Source: an optimization exercise on an open RTL-to-GDS flow (aim: small area and a short achievable clock period). Production flows keep margins and buffers that such runs may drop.
The RTL was checked by simulation tests, not by an equivalence proof against the original design.

== run A ==
Design notch_filter, start of the top module:
module notch_filter #(
    parameter int DATA_WIDTH = 16
)(
    input  logic                    clk,
    input  logic                    rst_n,
    input  logic                    valid_i,
    input  logic signed [DATA_WIDTH-1:0] data_i,
    output logic                    valid_o,
    output logic signed [DATA_WIDTH-1:0] data_o
);
    logic [15:0] x;
    logic [31:0] s1, s2;
    logic [8:1] p;
    logic n80;
    logic n81;
    logic n82;
    logic n83;
    logic n84;
    logic n85;
    logic n86;
    logic n87;
    logic n88;
    logic n89;
    logic n90;
    logic n91;
    logic n92;
    logic n93;
    logic n94;
    logic n95;
    logic n96;
    logic n97;
    logic n98;
    logic n99;
    logic n100;
    logic n101;
    logic n102;
    logic n103;
    logic n104;
    logic n105;
    logic n106;
    logic n107;
    logic n108;
    logic n109;
    logic n110;
    logic n111;
    logic n112;
    logic n113;
    logic n114;
    logic n115;
    logic n116;
    logic n117;
    logic n118;
    logic n119;
    logic n120;
    logic n121;
    logic n122;
    logic n123;
    logic n124;
    logic n125;
    logic n126;
    logic n127;
    logic n128;
    logic n129;
    logic n130;
    logic n131;
    logic n132;
    logic n133;
    logic n134;
    logic n135;
    logic n136;
    logic n137;
    logic n138;
    logic n139;
    logic n140;
    logic n141;
    logic n142;
    logic n143;
    logic n144;
    logic n145;
    logic n146;
    logic n147;
    logic n148;
    logic n149;
    logic n150;
    logic n151;
    logic n152;
    logic n153;
    logic n154;
    logic n155;
    logic n156;
  ...
clock: 12.0 ns
lec_check: 0
cap_margin: 20
core_margin: 2
core_utilization: 40
slew_margin: 20
synth_hierarchical: 1
run.sh (not shown) runs the stock make flow with config.mk's settings and CLKGATE_MAP_FILE= SYNTH_SCRIPT=/design/flow/synth_recipe.tcl, a recipe that flattens the netlist after the stock synthesis.
### run A -> run B
--- a/flow/design.v
+++ b/flow/design.v
@@ -609,36 +609,36 @@
     nf_fa u90 (.a(x[7]), .b(x[5]), .c(n89), .s(n90), .co(n91));
     nf_fa u92 (.a(x[8]), .b(x[6]), .c(n91), .s(n92), .co(n93));
     nf_fa u94 (.a(x[9]), .b(x[7]), .c(n93), .s(n94), .co(n95));
     nf_fa u96 (.a(x[10]), .b(x[8]), .c(n95), .s(n96), .co(n97));
     nf_fa u98 (.a(x[11]), .b(x[9]), .c(n97), .s(n98), .co(n99));
     nf_fa u100 (.a(x[12]), .b(x[10]), .c(n99_d1), .s(n100), .co(n101));
     nf_fa u102 (.a(x[13]), .b(x[11]), .c(n101), .s(n102), .co(n103));
     nf_fa u104 (.a(x[14]), .b(x[12]), .c(n103), .s(n104), .co(n105));
-    nf_fa u106 (.a(xs1), .b(x[13]), .c(n105), .s(n106), .co(n107));
-    nf_fa u108 (.a(xs1), .b(x[14]), .c(n107), .s(n108), .co(n109));
+    nf_fa u106 (.a(x[15]), .b(x[13]), .c(n105), .s(n106), .co(n107));
+    nf_fa u108 (.a(x[15]), .b(x[14]), .c(n107), .s(n108), .co(n109));
     nf_ha u110 (.a(n86), .b(x[0]), .s(n110), .co(n111));
     nf_fa u112 (.a(n88), .b(x[1]), .c(n111), .s(n112), .co(n113));
     nf_fa u114 (.a(n90), .b(n80), .c(n113), .s(n114), .co(n115));
     nf_fa u116 (.a(n92), .b(n82), .c(n115), .s(n116), .co(n117));
     nf_fa u118 (.a(n94), .b(n84), .c(n117), .s(n118), .co(n119));
     nf_fa u120 (.a(n96), .b(n86), .c(n119), .s(n120), .co(n121));
     nf_fa u122 (.a(n98_d1), .b(n88_d1), .c(n121_d1), .s(n122), .co(n123));
     nf_fa u124 (.a(n100), .b(n90_d1), .c(n123), .s(n124), .co(n125));
     nf_fa u126 (.a(n102), .b(n92_d1), .c(n125), .s(n126), .co(n127));
     nf_fa u128 (.a(n104), .b(n94_d1), .c(n127), .s(n128), .co(n129));
     nf_fa u130 (.a(n106), .b(n96_d1), .c(n129), .s(n130), .co(n131));
     nf_fa u132 (.a(n108), .b(n98_d1), .c(n131), .s(n132), .co(n133));
     nf_fa u134 (.a(n109), .b(n100), .c(n133), .s(n134), .co(n135));
-    nf_fa u136 (.a(xs1), .b(n102), .c(n135), .s(n136), .co(n137));
-    nf_fa u138 (.a(xs1), .b(n104), .c(n137), .s(n138), .co(n139));
+    nf_fa u136 (.a(x[15]), .b(n102), .c(n135), .s(n136), .co(n137));
+    nf_fa u138 (.a(x[15]), .b(n104), .c(n137), .s(n138), .co(n139));
     nf_fa u140 (.a(xs2), .b(n106_d1), .c(n139_d1), .s(n140), .co(n141));
     nf_fa u142 (.a(xs2), .b(n108_d1), .c(n141), .s(n142), .co(n143));
-    nf_fa u144 (.a(xs2), .b(n109_d1), .c(n143), .s(n144), .co(n145));
+    nf_fa u144 (.a(x[15]), .b(n109_d1), .c(n143), .s(n144), .co(n145));
     nf_ha u146 (.a(~x[1]), .b(~x[0]), .s(n146), .co(n147));
     nf_ha u148 (.a(~n80), .b(n147), .s(n148), .co(n149));
     nf_ha u150 (.a(~n82), .b(n149), .s(n150), .co(n151));
     nf_ha u152 (.a(~n84), .b(n151), .s(n152), .co(n153));
     nf_ha u154 (.a(~n110), .b(n153), .s(n154), .co(n155));
     nf_ha u156 (.a(~n112), .b(n155), .s(n156), .co(n157));
     nf_ha u158 (.a(~n114), .b(n157), .s(n158), .co(n159));
     nf_ha u160 (.a(~n116), .b(n159), .s(n160), .co(n161));
@@ -678,21 +678,21 @@
     nf_fa u234 (.a(xs1), .b(n172), .c(n233), .s(n234), .co(n235));
     nf_fa u236 (.a(xs1), .b(n174), .c(n235), .s(n236), .co(n237));
     nf_fa u238 (.a(xs1), .b(n176), .c(n237), .s(n238), .co(n239));
     nf_fa u240 (.a(xs1), .b(n178), .c(n239), .s(n240), .co(n241));
     nf_fa u242 (.a(xs2), .b(n180_d1), .c(n241_d1), .s(n242), .co(n243));
     nf_fa u244 (.a(xs2), .b(n182), .c(n243), .s(n244), .co(n245));
     nf_fa u246 (.a(xs2), .b(n184), .c(n245), .s(n246), .co(n247));
     nf_fa u248 (.a(xs2), .b(n186), .c(n247), .s(n248), .co(n249));
-    nf_fa u250 (.a(xs2), .b(n188), .c(n249), .s(n250), .co(n251));
-    nf_fa u252 (.a(xs2), .b(n190), .c(n251), .s(n252), .co(n253));
+    nf_fa u250 (.a(xs1), .b(n188), .c(n249), .s(n250), .co(n251));
+    nf_fa u252 (.a(x[15]), .b(n190), .c(n251), .s(n252), .co(n253));
     nf_fa u254 (.a(xs2), .b(n192), .c(n253), .s(n254), .co(n255));
-    nf_fa u256 (.a(xs2), .b(n194), .c(n255), .s(n256), .co(n257));
-    nf_fa u258 (.a(xs2), .b(n196), .c(n257), .s(n258), .co(n259));
+    nf_fa u256 (.a(xs1), .b(n194), .c(n255), .s(n256), .co(n257));
+    nf_fa u258 (.a(x[15]), .b(n196), .c(n257), .s(n258), .co(n259));
     nf_fa u260 (.a(xs3), .b(n198_d1), .c(n259_d1), .s(n260), .co(n261));
     nf_fa u262 (.a(xs3), .b(n200), .c(n261), .s(n262), .co(n263));
     nf_ha u266 (.a(s1[0]), .b(x[0]), .s(n266), .co(n267));
     nf_fa u268 (.a(s1[1]), .b(x[1]), .c(n267), .s(n268), .co(n269));
     nf_fa u270 (.a(s1[2]), .b(n80), .c(n269), .s(n270), .co(n271));
     nf_fa u272 (.a(s1[3]), .b(n208), .c(n271), .s(n272), .co(n273));
     nf_fa u274 (.a(s1[4]), .b(n210), .c(n273), .s(n274), .co(n275));
     nf_fa u276 (.a(s1[5]), .b(n212), .c(n275), .s(n276), .co(n277));
Results
Comparing run A against run B, there is no change at all in number of nets produced by synthesis. As far as top achievable clock speed is concerned, run A and run B perform about the same. Compared to run A, run B has total of clock buffers placed in the layout 1 higher. In terms of post-route cell area, run B and run A differ only marginally. Reported for run A and run B, number of synthesized flops with an enable pin turned out identical to the last digit. | post-layout minimum cycle time | run A vs run B | ≈ equal |. Summary: with run A as the reference, maximum number of pins on one net before global-route repair in run B moved up by a few percent. Comparing register-to-register slack for run A and run B, the bigger number came from run B.

========
The RTL this note starts from:
==> flow/design.v <==
`timescale 1ns / 1ps
module notch_filter #(
    parameter int DATA_WIDTH = 16
)(
    input  logic                    clk,
    input  logic                    rst_n,
    input  logic                    valid_i,
    input  logic signed [DATA_WIDTH-1:0] data_i,
    output logic                    valid_o,
    output logic signed [DATA_WIDTH-1:0] data_o
);
    logic signed [15:0] x;
    logic signed [31:0] s1, s2;
    logic signed [18:0] d;
    logic p1, p2, p3;
    logic signed [31:0] xw, yq, dw, y, s1n, s2n;
    assign xw = 32'(x);
    assign yq = s1 >>> 14;
    assign dw = 32'(d);
    assign y   = (xw <<< 14) - (xw <<< 9) - (xw <<< 7) - (xw <<< 4) - (xw <<< 2) + xw + s1;
    assign s1n = (dw <<< 14) + (dw <<< 13) + (dw <<< 9) + (dw <<< 8) + (dw <<< 6) + (dw <<< 5) + (dw <<< 1) + dw + s2;
    assign s2n = (xw <<< 14) - (xw <<< 9) - (xw <<< 7) - (xw <<< 4) - (xw <<< 2) + xw
               - (yq <<< 14) + (yq <<< 10) + (yq <<< 8) + (yq <<< 5) + (yq <<< 3) - (yq <<< 1);
    always_ff @(posedge clk or negedge rst_n) begin
        if (!rst_n) begin
            p1 <= 1'b0; p2 <= 1'b0; p3 <= 1'b0;
            s1 <= '0; s2 <= '0; x <= '0; d <= '0;
        end else begin
            p1 <= valid_i;
            p2 <= p1;
            p3 <= p2;
            if (valid_i) x <= data_i;
            if (p1) s1 <= y;
            if (p2) d <= 19'(xw - yq);
            if (p3) begin
                s1 <= s1n;
                s2 <= s2n;
            end
        end
    end
    assign valid_o = p2;
    assign data_o  = s1[29:14];
endmodule
==> flow/config.mk <==
export PLATFORM = sky130hd
export DESIGN_NAME = notch_filter
export DESIGN_NICKNAME = notch_filter
export VERILOG_FILES = /design/flow/design.v
export SDC_FILE = /design/flow/constraint.sdc
export NUM_CORES = 4
export LEC_CHECK = 0
export CAP_MARGIN = 20
export CORE_MARGIN = 2
export CORE_UTILIZATION = 40
export SLEW_MARGIN = 20
==> flow/constraint.sdc <==
create_clock -name core_clock -period 12.0 [get_ports {clk}]
set_input_delay 2.4000 -clock core_clock [delete_from_list [all_inputs] [get_ports {clk}]]
set_output_delay 2.4000 -clock core_clock [all_outputs]
set_load 0.01 [all_outputs]
Next try:
==> flow/design.v (replaced) <==
`timescale 1ns / 1ps
module notch_filter #(
    parameter int DATA_WIDTH = 16
)(
    input  logic                    clk,
    input  logic                    rst_n,
    input  logic                    valid_i,
    input  logic signed [DATA_WIDTH-1:0] data_i,
    output logic                    valid_o,
    output logic signed [DATA_WIDTH-1:0] data_o
);
    localparam signed [15:0] B0 = 16'd15725; 
    localparam signed [15:0] B1 = 16'd25443; 
    localparam signed [15:0] B2 = 16'd15725; 
    localparam signed [15:0] A1 = 16'd25443; 
    localparam signed [15:0] A2 = 16'd15066; 
    logic signed [31:0] s1, s2;
    logic signed [DATA_WIDTH-1:0] x_reg;  
    logic signed [31:0] y_reg;            
    typedef enum logic { ST_CALC_OUT, ST_UPDATE_STATE } state_t;
    state_t state;
    always_ff @(posedge clk or negedge rst_n) begin
        if (!rst_n) begin
            valid_o <= 0;
            data_o  <= 0;
            s1      <= 0;
            s2      <= 0;
            x_reg   <= 0;
            y_reg   <= 0;
            state   <= ST_CALC_OUT;
        end else begin
            valid_o <= 0;  
            case (state)
                ST_CALC_OUT: begin
                    if (valid_i) begin
                        x_reg <= data_i;
                        y_reg <= (data_i * B0) + s1;
                        state <= ST_UPDATE_STATE;
                    end
                end
                ST_UPDATE_STATE: begin
                    data_o  <= y_reg[29:14];  
                    valid_o <= 1;             
                    s1 <= (x_reg * B1) - ((y_reg >>> 14) * A1) + s2;
                    s2 <= (x_reg * B2) - ((y_reg >>> 14) * A2);
                    state <= ST_CALC_OUT;
                end
            endcase
        end
    end
endmodule
Final area went up by 76%.
Routed wire length went up by 86%.
Clock-buffer cell count increases by 10.
Critical path depth increases by 15.
Core utilization hardly moves.

separate check: timing with driven ports:
No port has a modelled driver above. Below, the same layouts with a new extraction and two added sets of constraints. Step 1 assumes that a clkbuf_16 drives the clock port and a buf_2 every other input. Step 2, shift: input delay + t, output delay - t, t = (earliest + latest rising clock arrival at the registers) / 2. This alone moves slack from input paths to output paths. Three values: no drivers, after step 1, after step 2; two values: the first two.
| run | shift t [ns] | slack for setup (ns) | latest minus earliest clock arrival (ns) |
|---|---|---|---|
| run A | 0.590 | 6.791 / 6.754 / 6.791 | 0.010 / 0.010 |
| run B | 0.589 | 6.793 / 6.745 / 6.812 | 0.029 / 0.030 |
| the first run of note 2 | 0.439 | 3.540 / 3.540 / 3.540 | 0.009 / 0.010 |
| the second run of note 2 | 0.561 | 0.725 / 0.725 / 0.725 | 0.031 / 0.031 |
After both steps setup and hold are still met in every run listed.
